This is an optimization exercise on Yosys and OpenROAD, whose aim is small area and a short achievable clock period, not a production implementation. Power and IR drop assume default switching activity.

## north
==> flow/design.v <==
module pg_ctrl(
    input  wire clk,
    input  wire reset,
    input  wire active,
    output reg  idle_detect,
    output reg  power_gated,
    output wire clk_en
);
    assign clk_en = ~power_gated;
    reg [2:0] idle_counter;
    always @(posedge clk or posedge reset) begin
        if (reset) begin
            idle_counter <= 3'd0;
            idle_detect  <= 1'b0;
            power_gated  <= 1'b0;
        end else if (active) begin
            idle_counter <= 3'd0;
            idle_detect  <= 1'b0;
            power_gated  <= 1'b0;
        end else begin
            if (idle_counter != 3'd7)
                idle_counter <= idle_counter + 3'd1;
            if (idle_counter >= 3'd5)
                idle_detect <= 1'b1;
            if (idle_counter == 3'd7)
                power_gated <= 1'b1;
        end
    end
endmodule
module ALU_with_power_gating(
    input  wire clk,
    input  wire reset,
    input  wire [3:0] A,
    input  wire [3:0] B,
    input  wire [2:0] opcode,
    output reg  [3:0] result,
    output wire idle_detect,
    output wire power_gated,
    output wire clk_en
);
    reg [3:0] prev_A, prev_B;
    reg [2:0] prev_opcode;
    reg [3:0] alu_out;
    wire activity_detected = (A != prev_A) || (B != prev_B) || (opcode != prev_opcode);
    wire [3:0] g  = A & B;           
    wire [3:0] t  = A | B;           
    wire [3:0] gb = ~A & B;          
    wire [3:0] tb = ~A | B;          
    wire [3:0] x  = A ^ B;
    wire [3:0] c, bw;
    assign c[0]  = 1'b0;
    assign c[1]  = g[0];
    assign c[2]  = g[1] | (t[1] & g[0]);
    assign c[3]  = g[2] | (t[2] & g[1]) | (t[2] & t[1] & g[0]);
    assign bw[0] = 1'b0;
    assign bw[1] = gb[0];
    assign bw[2] = gb[1] | (tb[1] & gb[0]);
    assign bw[3] = gb[2] | (tb[2] & gb[1]) | (tb[2] & tb[1] & gb[0]);
    always @(*) begin
        case (opcode)
            3'b000: alu_out = x ^ c;               
            3'b001: alu_out = x ^ bw;              
            3'b010: alu_out = g;
            3'b011: alu_out = t;
            3'b100: alu_out = x;
            3'b101: alu_out = ~A;
            3'b110: alu_out = {A[2:0], 1'b0};
            default: alu_out = {1'b0, A[3:1]};
        endcase
    end
    always @(posedge clk or posedge reset) begin
        if (reset) begin
            prev_A      <= 4'b0000;
            prev_B      <= 4'b0000;
            prev_opcode <= 3'b000;
            result      <= 4'b0000;
        end else begin
            prev_A      <= A;
            prev_B      <= B;
            prev_opcode <= opcode;
            result      <= alu_out;
        end
    end
    pg_ctrl ctrl (
        .clk(clk), .reset(reset), .active(activity_detected),
        .idle_detect(idle_detect), .power_gated(power_gated), .clk_en(clk_en)
    );
endmodule
module Memory_with_power_gating(
    input  wire clk,
    input  wire reset,
    input  wire [3:0] addr,
    input  wire [7:0] data_in,
    input  wire write_en,
    input  wire req_valid,
    output reg  [7:0] data_out,
    output wire idle_detect,
    output wire power_gated,
    output wire clk_en
);
    reg [7:0]  mem [0:15];
    reg [15:0] valid;
    reg [3:0] prev_addr;
    reg [7:0] prev_data_in;
    reg       prev_write_en;
    reg       prev_req_valid;
    wire addr_same = (addr == prev_addr);
    wire activity_detected = req_valid || !addr_same ||
                             (data_in != prev_data_in) || (write_en != prev_write_en);
    wire        pending = prev_req_valid & prev_write_en;
    wire [15:0] wr_word = {16{pending}} & (16'd1 << prev_addr);
    wire [15:0] readable = valid & ~wr_word;
    wire [3:0] lo   = 4'd1 << addr[1:0];
    wire [3:0] hi   = 4'd1 << addr[3:2];
    wire       wr   = req_valid & write_en;
    wire       rd   = req_valid & ~write_en;
    wire [3:0] hi_r = hi & {4{rd}};
    wire       fwd  = rd & pending & addr_same;
    wire [15:0] rd_sel;
    genvar w;
    generate
        for (w = 0; w < 16; w = w + 1) begin : word
            assign rd_sel[w] = lo[w % 4] & hi_r[w / 4] & readable[w];
        end
    endgenerate
    reg  [7:0]  data_out_next;
    integer j;
    always @(*) begin
        data_out_next = ({8{wr}} & data_in) | ({8{~req_valid}} & data_out) |
                        ({8{fwd}} & prev_data_in);
        for (j = 0; j < 16; j = j + 1)
            data_out_next = data_out_next | (mem[j] & {8{rd_sel[j]}});
    end
    integer m;
    always @(posedge clk) begin
        for (m = 0; m < 16; m = m + 1)
            if (wr_word[m])
                mem[m] <= prev_data_in;
    end
    always @(posedge clk or posedge reset) begin
        if (reset) begin
            data_out       <= 8'd0;
            valid          <= 16'd0;
            prev_addr      <= 4'd0;
            prev_data_in   <= 8'd0;
            prev_write_en  <= 1'b0;
            prev_req_valid <= 1'b0;
        end else begin
            data_out       <= data_out_next;
            valid          <= valid | wr_word;
            prev_addr      <= addr;
            prev_data_in   <= data_in;
            prev_write_en  <= write_en;
            prev_req_valid <= req_valid;
        end
    end
    pg_ctrl ctrl (
        .clk(clk), .reset(reset), .active(activity_detected),
        .idle_detect(idle_detect), .power_gated(power_gated), .clk_en(clk_en)
    );
endmodule
module IO_with_power_gating(
    input  wire clk,
    input  wire reset,
    input  wire [7:0] io_in,
    input  wire write_en,
    input  wire read_request,
    output reg  [7:0] io_out,
    output wire idle_detect,
    output wire power_gated,
    output wire clk_en
);
    reg [7:0] prev_io_in;
    wire activity_detected = write_en || read_request || (io_in != prev_io_in);
    always @(posedge clk or posedge reset) begin
        if (reset) begin
            io_out     <= 8'b00000000;
            prev_io_in <= 8'b00000000;
        end else begin
            if (write_en)
                io_out <= io_in;
            prev_io_in <= io_in;
        end
    end
    pg_ctrl ctrl (
        .clk(clk), .reset(reset), .active(activity_detected),
        .idle_detect(idle_detect), .power_gated(power_gated), .clk_en(clk_en)
    );
endmodule
module pmc_rca #(parameter W = 8) (
    input  wire [W-1:0] a,
    input  wire [W-1:0] b,
    input  wire         ci,
    output wire [W-1:0] s,
    output wire         co
);
    wire [W:0] c;
    assign c[0] = ci;
    genvar i;
    generate
        for (i = 0; i < W; i = i + 1) begin : bit_
            assign s[i]   = a[i] ^ b[i] ^ c[i];
            assign c[i+1] = (a[i] & b[i]) | (a[i] & c[i]) | (b[i] & c[i]);
        end
    endgenerate
    assign co = c[W];
endmodule
module pmc_div_step(
    input  wire [8:0] p,
    input  wire [7:0] tneg,
    output wire       q,
    output wire [7:0] r
);
    wire [7:0] s;
    wire       co;
    pmc_rca #(8) sub (.a(p[7:0]), .b(tneg), .ci(1'b0), .s(s), .co(co));
    assign q = p[8] | co;
    assign r = q ? s : p[7:0];
endmodule
module Power_Management_Controller(
    input  wire clk,
    input  wire reset,
    input  wire alu_idle,
    input  wire mem_idle,
    input  wire io_idle,
    input  wire alu_power_gated,
    input  wire mem_power_gated,
    input  wire io_power_gated,
    output reg  system_power_save_mode,
    output wire [1:0] active_modules_count,
    output wire [7:0] power_efficiency_metric
);
    reg  [7:0]  total_neg;
    reg  [12:0] gated25;
    reg  [6:0]  metric;
    reg  [1:0]  gated_units;
    assign active_modules_count = ~gated_units;
    assign power_efficiency_metric = {1'b0, metric};
    wire [7:0]  total_neg_next = (total_neg != 8'd1) ? total_neg - 8'd1 : total_neg;
    wire [12:0] gated25_next   = (system_power_save_mode && gated25 != 13'd6375) ?
                                 gated25 + 13'd25 : gated25;
    reg  [7:0]  div_r;
    reg  [2:0]  div_q;
    wire [14:0] num_next = {gated25_next, 2'b00};
    wire [8:0]  p6 = num_next[14:6];
    wire        q6, q5, q4;
    wire [7:0]  r6, r5, r4;
    pmc_div_step st6 (.p(p6),                 .tneg(total_neg_next), .q(q6), .r(r6));
    pmc_div_step st5 (.p({r6, num_next[5]}),  .tneg(total_neg_next), .q(q5), .r(r5));
    pmc_div_step st4 (.p({r5, num_next[4]}),  .tneg(total_neg_next), .q(q4), .r(r4));
    wire [14:0] num = {gated25, 2'b00};
    wire        q3, q2, q1, q0;
    wire [7:0]  r3, r2, r1, r0;
    pmc_div_step st3 (.p({div_r, num[3]}), .tneg(total_neg), .q(q3), .r(r3));
    pmc_div_step st2 (.p({r3, num[2]}),    .tneg(total_neg), .q(q2), .r(r2));
    pmc_div_step st1 (.p({r2, num[1]}),    .tneg(total_neg), .q(q1), .r(r1));
    pmc_div_step st0 (.p({r1, num[0]}),    .tneg(total_neg), .q(q0), .r(r0));
    always @(posedge clk or posedge reset) begin
        if (reset) begin
            system_power_save_mode <= 1'b0;
            gated_units            <= 2'b00;
            metric                 <= 7'd0;
            total_neg              <= 8'h00;
            gated25                <= 13'd0;
            div_r                  <= 8'd0;
            div_q                  <= 3'd0;
        end else begin
            total_neg <= total_neg_next;
            gated25   <= gated25_next;
            gated_units <= {1'b0, alu_power_gated} + {1'b0, mem_power_gated} + {1'b0, io_power_gated};
            system_power_save_mode <= alu_power_gated & mem_power_gated & io_power_gated;
            div_r  <= r4;
            div_q  <= {q6, q5, q4};
            metric <= {div_q, q3, q2, q1, q0};
        end
    end
endmodule
module Processor_with_Power_Gating(
    input  wire clk,
    input  wire reset,
    input  wire [3:0] alu_a,
    input  wire [3:0] alu_b,
    input  wire [2:0] alu_opcode,
    output wire [3:0] alu_result,
    input  wire [3:0] mem_addr,
    input  wire [7:0] mem_data_in,
    input  wire mem_write_en,
    input  wire mem_req_valid,
    output wire [7:0] mem_data_out,
    input  wire [7:0] io_in,
    input  wire io_write_en,
    input  wire io_read_request,
    output wire [7:0] io_out,
    output wire alu_idle,
    output wire mem_idle,
    output wire io_idle,
    output wire alu_power_gated,
    output wire mem_power_gated,
    output wire io_power_gated,
    output wire system_power_save_mode,
    output wire [1:0] active_modules_count,
    output wire [7:0] power_efficiency_metric,
    output wire alu_clk_en,
    output wire mem_clk_en,
    output wire io_clk_en
);
    ALU_with_power_gating alu_inst (
        .clk(clk),
        .reset(reset),
        .A(alu_a),
        .B(alu_b),
        .opcode(alu_opcode),
        .result(alu_result),
        .idle_detect(alu_idle),
        .power_gated(alu_power_gated),
        .clk_en(alu_clk_en)
    );
    Memory_with_power_gating mem_inst (
        .clk(clk),
        .reset(reset),
        .addr(mem_addr),
        .data_in(mem_data_in),
        .write_en(mem_write_en),
        .req_valid(mem_req_valid),
        .data_out(mem_data_out),
        .idle_detect(mem_idle),
        .power_gated(mem_power_gated),
        .clk_en(mem_clk_en)
    );
    IO_with_power_gating io_inst (
        .clk(clk),
        .reset(reset),
        .io_in(io_in),
        .write_en(io_write_en),
        .read_request(io_read_request),
        .io_out(io_out),
        .idle_detect(io_idle),
        .power_gated(io_power_gated),
        .clk_en(io_clk_en)
    );
    Power_Management_Controller pmc_inst (
        .clk(clk),
        .reset(reset),
        .alu_idle(alu_idle),
        .mem_idle(mem_idle),
        .io_idle(io_idle),
        .alu_power_gated(alu_power_gated),
        .mem_power_gated(mem_power_gated),
        .io_power_gated(io_power_gated),
        .system_power_save_mode(system_power_save_mode),
        .active_modules_count(active_modules_count),
        .power_efficiency_metric(power_efficiency_metric)
    );
endmodule
export LEC_CHECK = 0
export CAP_MARGIN = 20
export CORE_MARGIN = 2
export CORE_UTILIZATION = 40
export SLEW_MARGIN = 20
create_clock -name core_clock -period 90.0 [get_ports {clk}]
standard.sh (not shown) runs the stock make flow with config.mk's settings and CLKGATE_MAP_FILE= SYNTH_SCRIPT=/design/flow/synth_recipe.tcl, a recipe that flattens the netlist after the stock synthesis.
==> flow/flow/run.sh <==
#!/bin/bash
# The standard layout (the standard.sh, unchanged synthesis and steps),
# with two changes:
#  - the port buffers that global placement inserts on every input and output
#    are sky130_fd_sc_hd__buf_2 instead of the default clkdlybuf4s50_1 delay
#    cell;
#  - clock tree synthesis inserts no dummy load cells, and builds the tree
#    from small clock buffers.
set -euo pipefail
export BUFFER_PORTS_ARGS="-buffer_cell sky130_fd_sc_hd__buf_2"
export CTS_ARGS="-sink_clustering_enable -repair_clock_nets -dont_use_dummy_load -root_buf sky130_fd_sc_hd__clkbuf_16 -buf_list {sky130_fd_sc_hd__clkbuf_2}"
bash standard.sh > standard.log 2>&1
The inputs of south differ from those of north as listed below.
==> flow/design.v, changed modules only <==
module pg_ctrl(
    input  wire clk,
    input  wire reset,
    input  wire active,
    output reg  idle_detect,
    output reg  power_gated,
    output wire clk_en
);
    assign clk_en = ~power_gated;
    reg [2:0] idle_counter;
    wire [2:0] count_next = (idle_counter == 3'd7) ? 3'd7 : idle_counter + 3'd1;
    always @(posedge clk or posedge reset) begin
        if (reset) begin
            idle_counter <= 3'd0;
            idle_detect  <= 1'b0;
            power_gated  <= 1'b0;
        end else begin
            idle_counter <= active ? 3'd0 : count_next;
            idle_detect  <= ~active & (idle_counter >= 3'd5);
            power_gated  <= ~active & (idle_counter == 3'd7);
        end
    end
endmodule
module ALU_with_power_gating(
    input  wire clk,
    input  wire reset,
    input  wire [3:0] A,
    input  wire [3:0] B,
    input  wire [2:0] opcode,
    output reg  [3:0] result,
    output wire idle_detect,
    output wire power_gated,
    output wire clk_en
);
    reg [3:0] prev_A, prev_B;
    reg [2:0] prev_opcode;
    reg [3:0] alu_out;
    wire activity_detected = (A != prev_A) || (B != prev_B) || (opcode != prev_opcode);
    wire [3:0] g  = A & B;           
    wire [3:0] t  = A | B;           
    wire [3:0] gb = ~A & B;          
    wire [3:0] tb = ~A | B;          
    wire [3:0] x  = A ^ B;
    wire [3:0] c, bw;
    assign c[0]  = 1'b0;
    assign c[1]  = g[0];
    assign c[2]  = g[1] | (t[1] & g[0]);
    assign c[3]  = g[2] | (t[2] & g[1]) | (t[2] & t[1] & g[0]);
    assign bw[0] = 1'b0;
    assign bw[1] = gb[0];
    assign bw[2] = gb[1] | (tb[1] & gb[0]);
    assign bw[3] = gb[2] | (tb[2] & gb[1]) | (tb[2] & tb[1] & gb[0]);
    wire [3:0] arith = x ^ (opcode[0] ? bw : c);
    wire [3:0] logic_r = opcode[0] ? t : g;
    wire [3:0] shift = opcode[0] ? {1'b0, A[3:1]} : {A[2:0], 1'b0};
    wire [3:0] unary = opcode[0] ? ~A : x;
    always @(*) begin
        case (opcode[2:1])
            2'b00: alu_out = arith;
            2'b01: alu_out = logic_r;
            2'b10: alu_out = unary;
            default: alu_out = shift;
        endcase
    end
    always @(posedge clk or posedge reset) begin
        if (reset) begin
            prev_A      <= 4'b0000;
            prev_B      <= 4'b0000;
            prev_opcode <= 3'b000;
            result      <= 4'b0000;
        end else begin
            prev_A      <= A;
            prev_B      <= B;
            prev_opcode <= opcode;
            result      <= alu_out;
        end
    end
    pg_ctrl ctrl (
        .clk(clk), .reset(reset), .active(activity_detected),
        .idle_detect(idle_detect), .power_gated(power_gated), .clk_en(clk_en)
    );
endmodule
Findings:
Both conditions hold for south: the flow ran to the end and the final layout passed the timing, design-rule and antenna checks.
Compared south against north; synthesized cell count within noise.
Summary of south over north: stage delay of the slowest cell on the critical path decreased 0.12 ns; count of distinct cell types in the synthesized netlist saw an increase.
south vs. north: switching power total went down; portion of total power attributed to the clock network did not really move; routed wirelength normalized by instance count went up.
Diff south..north | internal power summed over all cells | negligible
In the flow results for south and north, the per-cell via count in the routed design is larger on south.
Final critical-path required period (higher): north
Comparing south and north, the higher setup slack at placement was measured on north.
south: placer's final routability congestion estimate 5.3% below north
Between north and south, the global-route usage over all layers does not differ in any meaningful way.
Layout buffer count excluding clock buffers: south vs north up 15%
There was hardly any difference in final cycle utilization of the critical path between north and south.
No functional check of the RTL was part of any run of this note.

port drivers added, routing unchanged:
The results above use ideal ports. As a check the final layouts listed here were re-extracted and re-timed, cells and wires unchanged. Step 1: set_driving_cell puts a clkbuf_16 on clk and a buf_2 on each other input, an assumption about the parent block. Step 2, shift: input delay + t, output delay - t, t = (earliest + latest rising clock arrival at the registers) / 2. This alone moves slack from input paths to output paths. Three values: no drivers, after step 1, after step 2; two values: the first two.
run	shift t [ns]	setup slack, ns	worst setup path after step 2	worst data-port slew with drivers (ns)	cell pins on the clock port's net
north	0.522	69.977 / 69.999 / 69.477	input to register	0.06	1
south	0.524	70.097 / 70.116 / 69.592	input to register	0.05	1
After both steps every run listed still meets setup and hold. The setup slack of south, which loses most, moves by +0.019 ns with the drivers and by -0.505 ns with both steps.
